What follows belongs to an exercise in optimizing a design on an open flow for small area; a production flow would make more cautious choices.

==> branch tundra: inputs <==
==> flow/design.v (excerpt) <==
module top (
    input  wire clk,
    input  wire rst_n,
    input  wire start,
    input  wire preload_valid,
    input  wire [5:0] preload_addr,
    input  wire [7:0] preload_data,
    input  wire [63:0] x_vector_flat,
    output wire [127:0] result_flat
);
    reg [4:0] cnt;
    wire idle = (cnt == 5'd0);
    always @(posedge clk or negedge rst_n) begin
        if (!rst_n)
            cnt <= 5'd0;
        else if (idle)
            cnt <= start ? 5'd1 : 5'd0;
        else if (cnt == 5'd17)
            cnt <= 5'd0;
        else
            cnt <= cnt + 5'd1;
    end
    reg [7:0] w [0:63];
    wire [7:0] wdata = rst_n ? preload_data : 8'd0;
    genvar a;
    generate
        for (a = 0; a < 64; a = a + 1) begin : WREG
            wire we = !rst_n || (idle && preload_valid && preload_addr == a);
            always @(posedge clk)
                if (we) w[a] <= wdata;
        end
    endgenerate
    reg [2:0] rsel;
    always @(posedge clk or negedge rst_n) begin
        if (!rst_n)
            rsel <= 3'd0;
        else if (idle)
            rsel <= start ? 3'd7 : 3'd0;
        else
            rsel <= rsel - 3'd1;
    end
    wire [7:0] oh0 = 8'd1 << rsel;
    wire [7:0] oh1 = {oh0[6:0], oh0[7:7]};
    wire [7:0] oh2 = {oh0[5:0], oh0[7:6]};
    wire [7:0] wt0;
    wmux u_wmux0 (.sel(oh0), .w({w[56], w[48], w[40], w[32], w[24], w[16], w[8], w[0]}), .y(wt0));
    wire [7:0] wt1;
  ...
Settings: LEC_CHECK=0, CAP_MARGIN=20, CORE_MARGIN=2, CORE_UTILIZATION=40, SLEW_MARGIN=20, SYNTH_HIERARCHICAL=1, SYNTH_MINIMUM_KEEP_SIZE=0; clock period 10.0 ns.
standard.sh (not shown) runs the stock make flow with config.mk's settings and CLKGATE_MAP_FILE= SYNTH_SCRIPT=/design/flow/synth_recipe.tcl, a recipe that flattens the netlist after the stock synthesis.
==> flow/flow/run.sh <==
#!/bin/bash
# The standard ORFS layout (the standard.sh, standard synthesis), with:
#  - port buffers made with buf_1 instead of the default delay buffer;
#  - clock tree synthesis with clkbuf_4, sink clusters of up to 8 within
#    50 um, and no dummy loads.
# make's output goes to standard.log; ORFS keeps each step's log under orfs/logs.
set -euo pipefail
bash standard.sh \
  BUFFER_PORTS_ARGS="-buffer_cell sky130_fd_sc_hd__buf_1" \
  CTS_ARGS="-sink_clustering_enable -repair_clock_nets -dont_use_dummy_load -buf_list sky130_fd_sc_hd__clkbuf_4 -sink_clustering_size 8 -sink_clustering_max_diameter 50" \
  finish > standard.log 2>&1
==> branch umber: changes against branch tundra <==
--- a/flow/design.v
+++ b/flow/design.v
@@ -18,18 +18,20 @@
         else if (cnt == 5'd17)
             cnt <= 5'd0;
         else
             cnt <= cnt + 5'd1;
     end
     reg [7:0] w [0:63];
     wire [7:0] wdata = rst_n ? preload_data : 8'd0;
+    wire [63:0] we_all;
+    wdec u_wdec (.addr(preload_addr), .en(idle & preload_valid), .clr(~rst_n), .we(we_all));
     genvar a;
     generate
         for (a = 0; a < 64; a = a + 1) begin : WREG
-            wire we = !rst_n || (idle && preload_valid && preload_addr == a);
+            wire we = we_all[a];
             always @(posedge clk)
                 if (we) w[a] <= wdata;
         end
     endgenerate
     reg [2:0] rsel;
     always @(posedge clk or negedge rst_n) begin
         if (!rst_n)
@@ -1095,15 +1097,105 @@
     fa_cell u_a5_s709 (.a(b5_pp[63]), .b(m5_c682), .c(~(a4[14])), .s(a5_s709), .co(a5_c710));
     wire a5_s711, a5_c712;
     assign a5_s711 = ~(1'b0 ^ ~(a4[15]));
     assign a5_c712 = 1'b0 | ~(a4[15]);
     wire a5_s713, a5_c714;
     assign a5_s713 = ~(1'b0 ^ ~(a4[15]));
     assign a5_c714 = 1'b0 | ~(a4[15]);
-    wire [16:0] s5 = ~({a5_c712, a5_c710, a5_c708, a5_c706, a5_c704, a5_c702, a5_c700, a5_c698, a5_c696, a5_c694, a5_c692, a5_c690, a5_c688, a5_c686, a5_c684, ~(a4[1]), b5_pp[0]} + {a5_s713, a5_s711, a5_s709, a5_s707, a5_s705, a5_s703, a5_s701, a5_s699, a5_s697, a5_s695, a5_s693, a5_s691, a5_s689, a5_s687, a5_s685, a5_s683, ~(a4[0])} + 17'd1);
+    wire bk5_p0 = b5_pp[0] ^ ~(a4[0]);
+    wire bk5_g0 = b5_pp[0] & ~(a4[0]);
+    wire bk5_p1 = ~(a4[1]) ^ a5_s683;
+    wire bk5_g1 = ~(a4[1]) & a5_s683;
+    wire bk5_p2 = a5_c684 ^ a5_s685;
+    wire bk5_g2 = a5_c684 & a5_s685;
+    wire bk5_p3 = a5_c686 ^ a5_s687;
+    wire bk5_g3 = a5_c686 & a5_s687;
+    wire bk5_p4 = a5_c688 ^ a5_s689;
+    wire bk5_g4 = a5_c688 & a5_s689;
+    wire bk5_p5 = a5_c690 ^ a5_s691;
+    wire bk5_g5 = a5_c690 & a5_s691;
+    wire bk5_p6 = a5_c692 ^ a5_s693;
+    wire bk5_g6 = a5_c692 & a5_s693;
+    wire bk5_p7 = a5_c694 ^ a5_s695;
+    wire bk5_g7 = a5_c694 & a5_s695;
+    wire bk5_p8 = a5_c696 ^ a5_s697;
+    wire bk5_g8 = a5_c696 & a5_s697;
+    wire bk5_p9 = a5_c698 ^ a5_s699;
+    wire bk5_g9 = a5_c698 & a5_s699;
+    wire bk5_p10 = a5_c700 ^ a5_s701;
+    wire bk5_g10 = a5_c700 & a5_s701;
+    wire bk5_p11 = a5_c702 ^ a5_s703;
+    wire bk5_g11 = a5_c702 & a5_s703;
+    wire bk5_p12 = a5_c704 ^ a5_s705;
+    wire bk5_g12 = a5_c704 & a5_s705;
+    wire bk5_p13 = a5_c706 ^ a5_s707;
+    wire bk5_g13 = a5_c706 & a5_s707;
+    wire bk5_p14 = a5_c708 ^ a5_s709;
+    wire bk5_g14 = a5_c708 & a5_s709;
+    wire bk5_p15 = a5_c710 ^ a5_s711;
+    wire bk5_g15 = a5_c710 & a5_s711;
+    wire bk5_p16 = a5_c712 ^ a5_s713;
+    wire bk5_g16 = a5_c712 & a5_s713;
+    wire bk5_g0c = bk5_g0 | bk5_p0;
+    wire bk5_G1 = bk5_g1 | (bk5_p1 & bk5_g0c);
+    wire bk5_P1 = bk5_p1 & bk5_p0;
+    wire bk5_G2 = bk5_g3 | (bk5_p3 & bk5_g2);
+    wire bk5_P2 = bk5_p3 & bk5_p2;
+    wire bk5_G3 = bk5_g5 | (bk5_p5 & bk5_g4);
+    wire bk5_P3 = bk5_p5 & bk5_p4;
+    wire bk5_G4 = bk5_g7 | (bk5_p7 & bk5_g6);
+    wire bk5_P4 = bk5_p7 & bk5_p6;
+    wire bk5_G5 = bk5_g9 | (bk5_p9 & bk5_g8);
+    wire bk5_P5 = bk5_p9 & bk5_p8;
+    wire bk5_G6 = bk5_g11 | (bk5_p11 & bk5_g10);
+    wire bk5_P6 = bk5_p11 & bk5_p10;
+    wire bk5_G7 = bk5_g13 | (bk5_p13 & bk5_g12);
+    wire bk5_P7 = bk5_p13 & bk5_p12;
+    wire bk5_G8 = bk5_g15 | (bk5_p15 & bk5_g14);
+    wire bk5_P8 = bk5_p15 & bk5_p14;
+    wire bk5_G9 = bk5_G2 | (bk5_P2 & bk5_G1);
+    wire bk5_P9 = bk5_P2 & bk5_P1;
+    wire bk5_G10 = bk5_G4 | (bk5_P4 & bk5_G3);
+    wire bk5_P10 = bk5_P4 & bk5_P3;
+    wire bk5_G11 = bk5_G6 | (bk5_P6 & bk5_G5);
+    wire bk5_P11 = bk5_P6 & bk5_P5;
+    wire bk5_G12 = bk5_G8 | (bk5_P8 & bk5_G7);
+    wire bk5_P12 = bk5_P8 & bk5_P7;
+    wire bk5_G13 = bk5_G10 | (bk5_P10 & bk5_G9);
+    wire bk5_P13 = bk5_P10 & bk5_P9;
+    wire bk5_G14 = bk5_G12 | (bk5_P12 & bk5_G11);
+    wire bk5_P14 = bk5_P12 & bk5_P11;
+    wire bk5_G15 = bk5_G14 | (bk5_P14 & bk5_G13);
+    wire bk5_P15 = bk5_P14 & bk5_P13;
+    wire bk5_G16 = bk5_G11 | (bk5_P11 & bk5_G13);
+    wire bk5_P16 = bk5_P11 & bk5_P13;
+    wire bk5_G17 = bk5_G3 | (bk5_P3 & bk5_G9);
+    wire bk5_P17 = bk5_P3 & bk5_P9;
+    wire bk5_G18 = bk5_G5 | (bk5_P5 & bk5_G13);
+    wire bk5_P18 = bk5_P5 & bk5_P13;
+    wire bk5_G19 = bk5_G7 | (bk5_P7 & bk5_G16);
+    wire bk5_P19 = bk5_P7 & bk5_P16;
+    wire bk5_G20 = bk5_g2 | (bk5_p2 & bk5_G1);
+    wire bk5_P20 = bk5_p2 & bk5_P1;
+    wire bk5_G21 = bk5_g4 | (bk5_p4 & bk5_G9);
+    wire bk5_P21 = bk5_p4 & bk5_P9;
+    wire bk5_G22 = bk5_g6 | (bk5_p6 & bk5_G17);
+    wire bk5_P22 = bk5_p6 & bk5_P17;
+    wire bk5_G23 = bk5_g8 | (bk5_p8 & bk5_G13);
+    wire bk5_P23 = bk5_p8 & bk5_P13;
+    wire bk5_G24 = bk5_g10 | (bk5_p10 & bk5_G18);
+    wire bk5_P24 = bk5_p10 & bk5_P18;
+    wire bk5_G25 = bk5_g12 | (bk5_p12 & bk5_G16);
+    wire bk5_P25 = bk5_p12 & bk5_P16;
+    wire bk5_G26 = bk5_g14 | (bk5_p14 & bk5_G19);
+    wire bk5_P26 = bk5_p14 & bk5_P19;
+    wire bk5_G27 = bk5_g16 | (bk5_p16 & bk5_G15);
+    wire bk5_P27 = bk5_p16 & bk5_P15;
+    wire [16:0] bk5_sum = {(bk5_p16 ^ bk5_G15), (bk5_p15 ^ bk5_G26), (bk5_p14 ^ bk5_G19), (bk5_p13 ^ bk5_G25), (bk5_p12 ^ bk5_G16), (bk5_p11 ^ bk5_G24), (bk5_p10 ^ bk5_G18), (bk5_p9 ^ bk5_G23), (bk5_p8 ^ bk5_G13), (bk5_p7 ^ bk5_G22), (bk5_p6 ^ bk5_G17), (bk5_p5 ^ bk5_G21), (bk5_p4 ^ bk5_G9), (bk5_p3 ^ bk5_G20), (bk5_p2 ^ bk5_G1), (bk5_p1 ^ bk5_g0c), (bk5_p0 ^ 1'b1)};
+    wire [16:0] s5 = ~bk5_sum;
     wire [15:0] a5 = (s5[16] != s5[15]) ? (s5[16] ? 16'h8000 : 16'h7fff) : s5[15:0];
     wire [63:0] b6_pp;
     pp_array u_b6_pp (.w(wt6), .x(x6), .n(b6_pp));
     wire m6_s715, m6_c716;
     xnor_cell u_m6_s715 (.a(b6_pp[6]), .b(b6_pp[13]), .y(m6_s715));
     or_cell u_m6_c716 (.a(b6_pp[6]), .b(b6_pp[13]), .y(m6_c716));
     wire m6_s717, m6_c718;
@@ -1654,7 +1746,20 @@
                ({8{sel[4]}} & w[39:32]) | ({8{sel[5]}} & w[47:40]) |
                ({8{sel[6]}} & w[55:48]) | ({8{sel[7]}} & w[63:56]);
 endmodule
 module ha_cell (input wire a, input wire b, output wire s, output wire co);
     assign s  = a ^ b;
     assign co = a & b;
 endmodule
+module wdec (input wire [5:0] addr, input wire en, input wire clr, output wire [63:0] we);
+    wire [7:0] row, col;
+    genvar i;
+    generate
+        for (i = 0; i < 8; i = i + 1) begin : D
+            assign row[i] = en & (addr[5:3] == i);
+            assign col[i] = (addr[2:0] == i);
+        end
+        for (i = 0; i < 64; i = i + 1) begin : W
+            assign we[i] = clr | (row[i / 8] & col[i % 8]);
+        end
+    endgenerate
+endmodule
==> notes <==
Against branch tundra, the register-to-register slack of branch umber is worse by 0.23 ns. Of branch umber and branch tundra, branch tundra has the higher sequential share of layout area (gap 0.40 points). Cell count: branch tundra is larger than branch umber (0.27%). Of branch tundra and branch umber, branch umber has the higher non-clock buffer count (gap 19). In branch tundra the critical path depth is lower than in branch umber, by 10. In branch umber the fmax is smaller than in branch tundra, by 2.4%. Core utilization: branch tundra is lower than branch umber (0.30 points).
==> figures <==
Routability-driven placement congestion ratio: branch tundra 0.870; branch umber 0.865
Non-clock inverter count: branch tundra 57; branch umber 72
Detailed route wirelength on metal2: branch tundra 50000 µm; branch umber 50900 µm
Core footprint: branch tundra 106000 µm²; branch umber 106000 µm²
Wire length after detailed routing: branch tundra 104000 µm; branch umber 103000 µm
Final antenna diode count: branch tundra 6; branch umber 2
Fraction of area in multi-input gates: branch tundra 0.426; branch umber 0.426
Proportion of cell area occupied by registers: branch tundra 0.483; branch umber 0.479
Capturing instance or port of the critical path: branch tundra acc_r2n[4]$_DFF_P_; branch umber acc_r2n[6]$_DFF_P_
Multi-input combinational cell area: branch tundra 19500 µm²; branch umber 19600 µm²
Outcome: branch tundra complete, no violations; branch umber complete, no violations
Worst slew pin tran: branch tundra 1.07 ns; branch umber 1.11 ns
Layout Area Growth over Synthesis: branch tundra 6.90%; branch umber 7.61%
Die Outline Area: branch tundra 109000 µm²; branch umber 110000 µm²
Worst Path Required: branch tundra 10.79 ns; branch umber 10.77 ns
Fraction of the mapped netlist area in compound gates: branch tundra 0.0911; branch umber 0.0949
Worst R2R End: branch tundra acc_r2n[4]$_DFF_P_; branch umber acc_r2n[6]$_DFF_P_
No run of this note included a check of the RTL's function; only the layout flow was run.

==> what the ideal ports hide <==
The flow's constraints put no driver on any port. The routed layouts listed below were extracted and timed again, unchanged, in two steps.
Step 1: set_driving_cell puts a clkbuf_16 on clk and a buf_2 on each other input, an assumption about the parent block.
Step 2 moves the port delays by t, midway between the first and last clock arrival at a register: inputs arrive t later, outputs are due t later. That takes back most of the time a late clock gives input paths.
Three values: ideal, step 1, step 2; two values: the first two.
run | t, ns | slack for setup (ns) | clock arrival spread, ns
branch tundra | 0.934 | 0.651 / 0.651 / 0.651 | 0.183 / 0.182
branch umber | 0.972 | 0.426 / 0.426 / 0.426 | 0.160 / 0.160
After both steps setup and hold are still met in every run listed.
